Context: an optimization exercise on an open-source flow, tuned for small area. The choices shown serve that exercise and are no tape-out recipe.
At most, simulation tests tie the RTL to the original design; equivalence was not proved.
Power figures rest on the tool's default switching activity, not on a simulated workload.

==> flow/design.v (excerpt) <==
module video_uut (
    input  wire         clk_i           , 
    input  wire         cen_i           , 
    input  wire         rst_i           , 
    input  wire         vid_sel_i       , 
    input  wire [23:0]  vid_rgb_i       , 
    input  wire [1:0]   vh_blank_i      , 
    input  wire [2:0]   dvh_sync_i      , 
    output wire [2:0]   dvh_sync_o      , 
    output wire [23:0]  vid_rgb_o         
);
clock: 13.0 ns
lec_check: 0
cap_margin: 20
core_margin: 2
core_utilization: 40
slew_margin: 20
standard.sh (not shown) runs the stock make flow with config.mk's settings and CLKGATE_MAP_FILE= SYNTH_SCRIPT=/design/flow/synth_recipe.tcl, a recipe that flattens the netlist after the stock synthesis.
==> flow/flow/run.sh <==
#!/bin/bash
# The standard layout (standard.sh) with a different clock tree (clkbuf_8 only,
# clusters of up to 20 sinks within 60 um, no dummy loads) and a different
# combinational mapping in
# synthesis:
#  - adders are left to ABC as plain logic (no full/half-adder cell
#    extraction, no Kogge-Stone carry network);
#  - ABC runs flow/deep.abc (deepsyn restructuring, then area-recovering
#    mapping) instead of ORFS's abc script.
# flow/synth.tcl is synth_recipe.tcl with an abc wrapper that swaps the script;
# registers, their names and cell types are those of the standard synthesis.
set -euo pipefail
export MY_ABC_SCRIPT="$PWD/flow/deep.abc"
bash standard.sh SYNTH_SCRIPT="$PWD/flow/synth.tcl" ADDER_MAP_FILE= SYNTH_OPERATIONS_ARGS=-nofsm BUFFER_PORTS_ARGS="-buffer_cell sky130_fd_sc_hd__buf_1" CTS_ARGS="-sink_clustering_enable -repair_clock_nets -dont_use_dummy_load -sink_clustering_size 20 -sink_clustering_max_diameter 60 -buf_list {sky130_fd_sc_hd__clkbuf_8}" finish > make_finish.log 2>&1
==> flow/flow/deep.abc <==
strash
&get -n
&fraig -x
&deepsyn -T 100
&deepsyn -T 100
&put
strash
&get -n
&dch -f
&nf -R 1000
&put
==> flow/flow/synth.tcl <==
# synth_recipe.tcl with an abc wrapper: the ABC script is replaced by $MY_ABC_SCRIPT
proc synth {args} { yosys synth -nofsm -noshare {*}$args }
proc abc {args} {
  set out {}
  set skip 0
  foreach a $args {
    if {$skip} { set skip 0; continue }
    if {$a eq "-script"} { set skip 1; continue }
    lappend out $a
  }
  if {[info exists ::env(MY_ABC_SCRIPT)] && $::env(MY_ABC_SCRIPT) ne ""} {
    set out [linsert $out 0 -script $::env(MY_ABC_SCRIPT)]
  }
  yosys abc {*}$out
}
source $::env(SCRIPTS_DIR)/synth.tcl
# left out here: clear keep_hierarchy, flatten, clean up, hide names made inside functions, write 1_2_yosys.v
Edit:
--- a/flow/design.v
+++ b/flow/design.v
@@ -69,44 +69,32 @@
             wire [11:0] ux_10 = uxb - 12'd1417;
             wire [11:0] ux_11 = uxb + 12'd503;
             wire [3:0] wy = c ? sf_win(uy_hi) : sf_win(uy_lo);
             wire [3:0] wx = c ? (w ? sf_win(ux_11) : sf_win(ux_10)) : (w ? sf_win(ux_01) : sf_win(ux_00));
             assign sf_on[gi] = sf_pat(wx, wy);
             assign sf_ux[gi] = 12'd0;
             assign sf_uy[gi] = 12'd0;
             assign sf_xv[gi] = 11'd0;
             assign sf_yv[gi] = 11'd0;
             assign sf_yg[gi] = 11'd0;
-        end else if (gi == 1 || gi == 3 || gi == 5 || gi == 7) begin : g_double
-            localparam integer B  = (gi - 1) / 2;
+        end else if (gi == 1 || gi == 5 || gi == 7) begin : g_double
+            localparam integer B  = (gi == 7) ? 3 : (gi - 1) / 2;
             localparam [11:0]  K  = (gi == 1 || gi == 5) ? 12'd90 : 12'd88;
             localparam [10:0]  PH = (gi == 3) ? 11'd2 : (gi == 7) ? 11'd6 : 11'd0;
             localparam [10:0]  WR = (gi == 3) ? 11'd1076 : 11'd1072;
             wire [10:0] xb = sf_xv[B];
             wire [10:0] yb = sf_yg[B];
-            localparam integer KI = (gi == 1 || gi == 5) ? 90 : 88;
-            localparam [10:0] TY1 = (1080 - KI + 1) / 2;      
-            localparam [10:0] TY2 = (2160 - KI + 1) / 2;      
-            wire [1:0]  e  = (yb >= TY2) ? 2'd2 : (yb >= TY1) ? 2'd1 : 2'd0;
-            wire [11:0] yk = (e == 2'd2) ? K - 12'd2160 : (e == 2'd1) ? K - 12'd1080 : K;
-            wire [11:0] ys = {yb, 1'b0} + yk;
-            wire [10:0] yg = ys[10:0];
-            localparam [10:0] TX10 = (1760 + 1) / 2,        TX20 = (3680 + 1) / 2;
-            localparam [10:0] TX11 = (1760 - 137 + 1) / 2,  TX21 = (3680 - 137 + 1) / 2;
-            localparam [10:0] TX12 = (1760 - 274 + 1) / 2,  TX22 = (3680 - 274 + 1) / 2;
-            wire [10:0] tx1 = (e == 2'd2) ? TX12 : (e == 2'd1) ? TX11 : TX10;
-            wire [10:0] tx2 = (e == 2'd2) ? TX22 : (e == 2'd1) ? TX21 : TX20;
-            wire [1:0]  m  = (xb >= tx2) ? 2'd2 : (xb >= tx1) ? 2'd1 : 2'd0;
-            wire [12:0] xk = 13'd160 + ((e == 2'd2) ? 13'd274 : (e == 2'd1) ? 13'd137 : 13'd0)
-                                     - ((m == 2'd2) ? 13'd3840 : (m == 2'd1) ? 13'd1920 : 13'd0);
-            wire [12:0] xs = {1'b0, xb, 1'b0} + xk;
-            wire [10:0] xd = xs[10:0];
+            wire [11:0] ys = {yb, 1'b0} + K;
+            wire [1:0]  e  = (ys >= 12'd2160) ? 2'd2 : (ys >= 12'd1080) ? 2'd1 : 2'd0;
+            wire [10:0] yg = (e == 2'd2) ? ys - 12'd2160 : (e == 2'd1) ? ys - 12'd1080 : ys;
+            wire [12:0] xs = {1'b0, xb, 1'b0} + 13'd160 + ((e == 2'd2) ? 13'd274 : (e == 2'd1) ? 13'd137 : 13'd0);
+            wire [10:0] xd = (xs >= 13'd3840) ? xs - 13'd3840 : (xs >= 13'd1920) ? xs - 13'd1920 : xs;
             wire [10:0] yd;
             if (PH != 0) begin : g_phase
                 reg p;
                 always @(posedge clk_i) begin
                     if (rst_i)
                         p <= 1'b1;
                     else if (cen_i && VF && yd >= WR)
                         p <= 1'b0;
                 end
                 assign yd = p ? yg + PH : yg;
@@ -130,21 +118,21 @@
                     if (yv >= 11'd1080 - S) begin
                         y <= 11'd0;
                         x <= (x >= 11'd1783) ? x - 11'd1783 : x + 11'd137;
                     end else begin
                         y <= yv + S;
                     end
                 end
             end
             assign sf_xv[gi] = x;
             assign sf_yv[gi] = yv;
-            assign sf_yg[gi] = yv;
+            assign sf_yg[gi] = (gi == 3) ? {yv[10:2], 2'b00} : yv;
             assign sf_ux[gi] = px7 - {1'b0, x};
             assign sf_uy[gi] = py7 - {1'b0, yv};
             assign sf_on[gi] = sf_pat(sf_win(sf_ux[gi]), sf_win(sf_uy[gi]));
         end
     end
 endgenerate
 reg  [13:6] SXh, SYh;
 localparam [13:0] SX0 = 14'd4096;    
 localparam [13:0] SY0 = 14'd13348;   
 function automatic [5:0] sq_lo(input [4:0] r);
The changed run produced a clean layout.
Sequential share of layout area went up by 1.9 points.
Area after synthesis went up by 1.5%.
Total power went up by 25%.
Via count went down by 3.0%.
Core utilization went down by 0.81 points.
Register-to-register slack gets better by 1.3 ns.
Function was not checked in any run of this note: the RTL went through the layout flow alone.


Another version of the RTL of video_uut (not shown whole).
Size in the first run: roughly 2700 cells after synthesis, ~140 flip-flops, about 60 I/O pins, roughly 0.018 sq mm of cells after synthesis.
Settings: LEC_CHECK=0, CAP_MARGIN=20, CORE_MARGIN=2, CORE_UTILIZATION=40, SLEW_MARGIN=20; clock period 13.0 ns.
==> flow/flow/run.sh <==
#!/bin/bash
# The standard layout (standard.sh) with buf_1 port buffers, a different clock
# tree (clkbuf_8 only,
# clusters of up to 20 sinks within 60 um, no dummy loads) and a different
# combinational mapping in
# synthesis:
#  - adders are left to ABC as plain logic (no full/half-adder cell
#    extraction, no Kogge-Stone carry network);
#  - ABC runs flow/deep.abc (deepsyn restructuring, then area-recovering
#    mapping) instead of ORFS's abc script.
# flow/synth.tcl is synth_recipe.tcl with an abc wrapper that swaps the script;
# registers, their names and cell types are those of the standard synthesis.
set -euo pipefail
export MY_ABC_SCRIPT="$PWD/flow/deep.abc"
bash standard.sh SYNTH_SCRIPT="$PWD/flow/synth.tcl" ADDER_MAP_FILE= SYNTH_OPERATIONS_ARGS=-nofsm BUFFER_PORTS_ARGS="-buffer_cell sky130_fd_sc_hd__buf_1" CTS_ARGS="-sink_clustering_enable -repair_clock_nets -dont_use_dummy_load -sink_clustering_size 20 -sink_clustering_max_diameter 60 -buf_list {sky130_fd_sc_hd__clkbuf_8}" finish > make_finish.log 2>&1
Scripts as last shown in full above: flow/flow/deep.abc, flow/flow/synth.tcl
Then changed:
--- a/flow/design.v
+++ b/flow/design.v
@@ -429,35 +429,31 @@
         end
         if (VF || (HR && VCNT == 11'd2047)) begin
             VCNT <= 11'd0;
             SYh <= SY0[13:6];
         end else if (HR) begin
             VCNT <= VCNT + 11'd1;
             SYh <= SY_inc[13:6];
         end
         col_q <= pix_c;
         dvh_sync_d1 <= dvh_sync_i;
     end
 end
-wire k_white  = (col_q == C_WHITE);
-wire k_maze   = (col_q == C_MAZE);
-wire k_blue   = (col_q == C_BLUE);
-wire k_orange = (col_q == C_ORANGE);
-wire k_red    = (col_q == C_RED);
-wire k_green  = (col_q == C_GREEN);
-wire k_gblue  = (col_q == C_GBLUE);
-wire k_pink   = (col_q == C_PINK);
-wire k_purple = (col_q == C_PURPLE);
-wire k_yellow = (col_q == C_YELLOW);
-wire r_hi  = k_white | k_orange | k_red | k_pink | k_purple | k_yellow;   
-wire r_lo  = k_white | k_orange | k_red | k_pink | k_yellow;              
-wire [7:0] g = ({8{k_white | k_green | k_yellow}} & 8'hFF) |
-               ({8{k_maze}}   & 8'h40) |
-               ({8{k_orange}} & 8'hA5) |
-               ({8{k_gblue}}  & 8'h80) |
-               ({8{k_pink}}   & 8'hB0);
-wire b_hi  = k_white | k_maze | k_blue | k_gblue | k_pink | k_purple;     
-wire b_lo  = k_white | k_blue | k_gblue | k_pink | k_purple;              
-wire [23:0] rgb = {r_hi, {7{r_lo}}, g, b_hi, {7{b_lo}}};
+reg [23:0] rgb;
+always @* begin
+    case (col_q)
+        C_WHITE:  rgb = 24'hFF_FF_FF;
+        C_MAZE:   rgb = 24'h00_40_80;
+        C_BLUE:   rgb = 24'h00_00_FF;
+        C_ORANGE: rgb = 24'hFF_A5_00;
+        C_RED:    rgb = 24'hFF_00_00;
+        C_GREEN:  rgb = 24'h00_FF_00;
+        C_GBLUE:  rgb = 24'h00_80_FF;
+        C_PINK:   rgb = 24'hFF_B0_FF;
+        C_PURPLE: rgb = 24'h80_00_FF;
+        C_YELLOW: rgb = 24'hFF_FF_00;
+        default:  rgb = 24'h00_00_00;
+    endcase
+end
 assign dvh_sync_o = dvh_sync_d1;
 assign vid_rgb_o  = rgb;
 endmodule
=>
- The changed run went through all stages and came out clean
- final cell count barely changes
- design area goes up slightly
- power shrinks by a quarter to a third
- first-iteration DRC count is higher by a few percent
- clock power barely changes
- setup slack is worse by 0.019 ns
- worst hold slack degrades by 0.0075 ns
- maximum frequency is about the same
- utilization fell by 0.12 points
- via count fell slightly
- count of clock-buffer cells in the layout does not change
- area after synthesis climbs slightly
- routed wire length rose slightly
- sequential power grows by a little under a tenth

==> afterwards: timing with drivers on the ports <==
In the flow no input, the clock included, has a driving cell. The finished layouts below were timed again as built, in two steps. Step 1 sets driving cells, clkbuf_16 on the clock port and buf_2 on the other inputs (assumed; they add their load-dependent delay and slew). Step 2 adds t to the input delays and takes it off the output delays; t is the mean of the earliest and latest rising clock arrival at the registers after step 1. Input paths then give back, and output paths get back, about the clock's delay inside the block. Three values: ideal ports, drivers, drivers and shift; two values: the first two.
| run | t (ns) | slack for setup (ns) | hold WS [ns] | worst setup path at the end |
|---|---|---|---|---|
| the first run of note 1 | 0.607 | 1.149 / 1.149 / 1.149 | 0.485 / 0.485 / 0.485 | register to register |
| the second run of note 1 | 0.590 | 2.433 / 2.433 / 2.433 | 0.492 / 0.492 / 0.492 | register to register |
| the first run of note 2 | 0.591 | 1.113 / 1.113 / 1.113 | 0.481 / 0.481 / 0.481 | register to register |
| the second run of note 2 | 0.588 | 1.094 / 1.094 / 1.094 | 0.474 / 0.474 / 0.474 | register to register |
After both steps setup and hold are still met in every run listed.
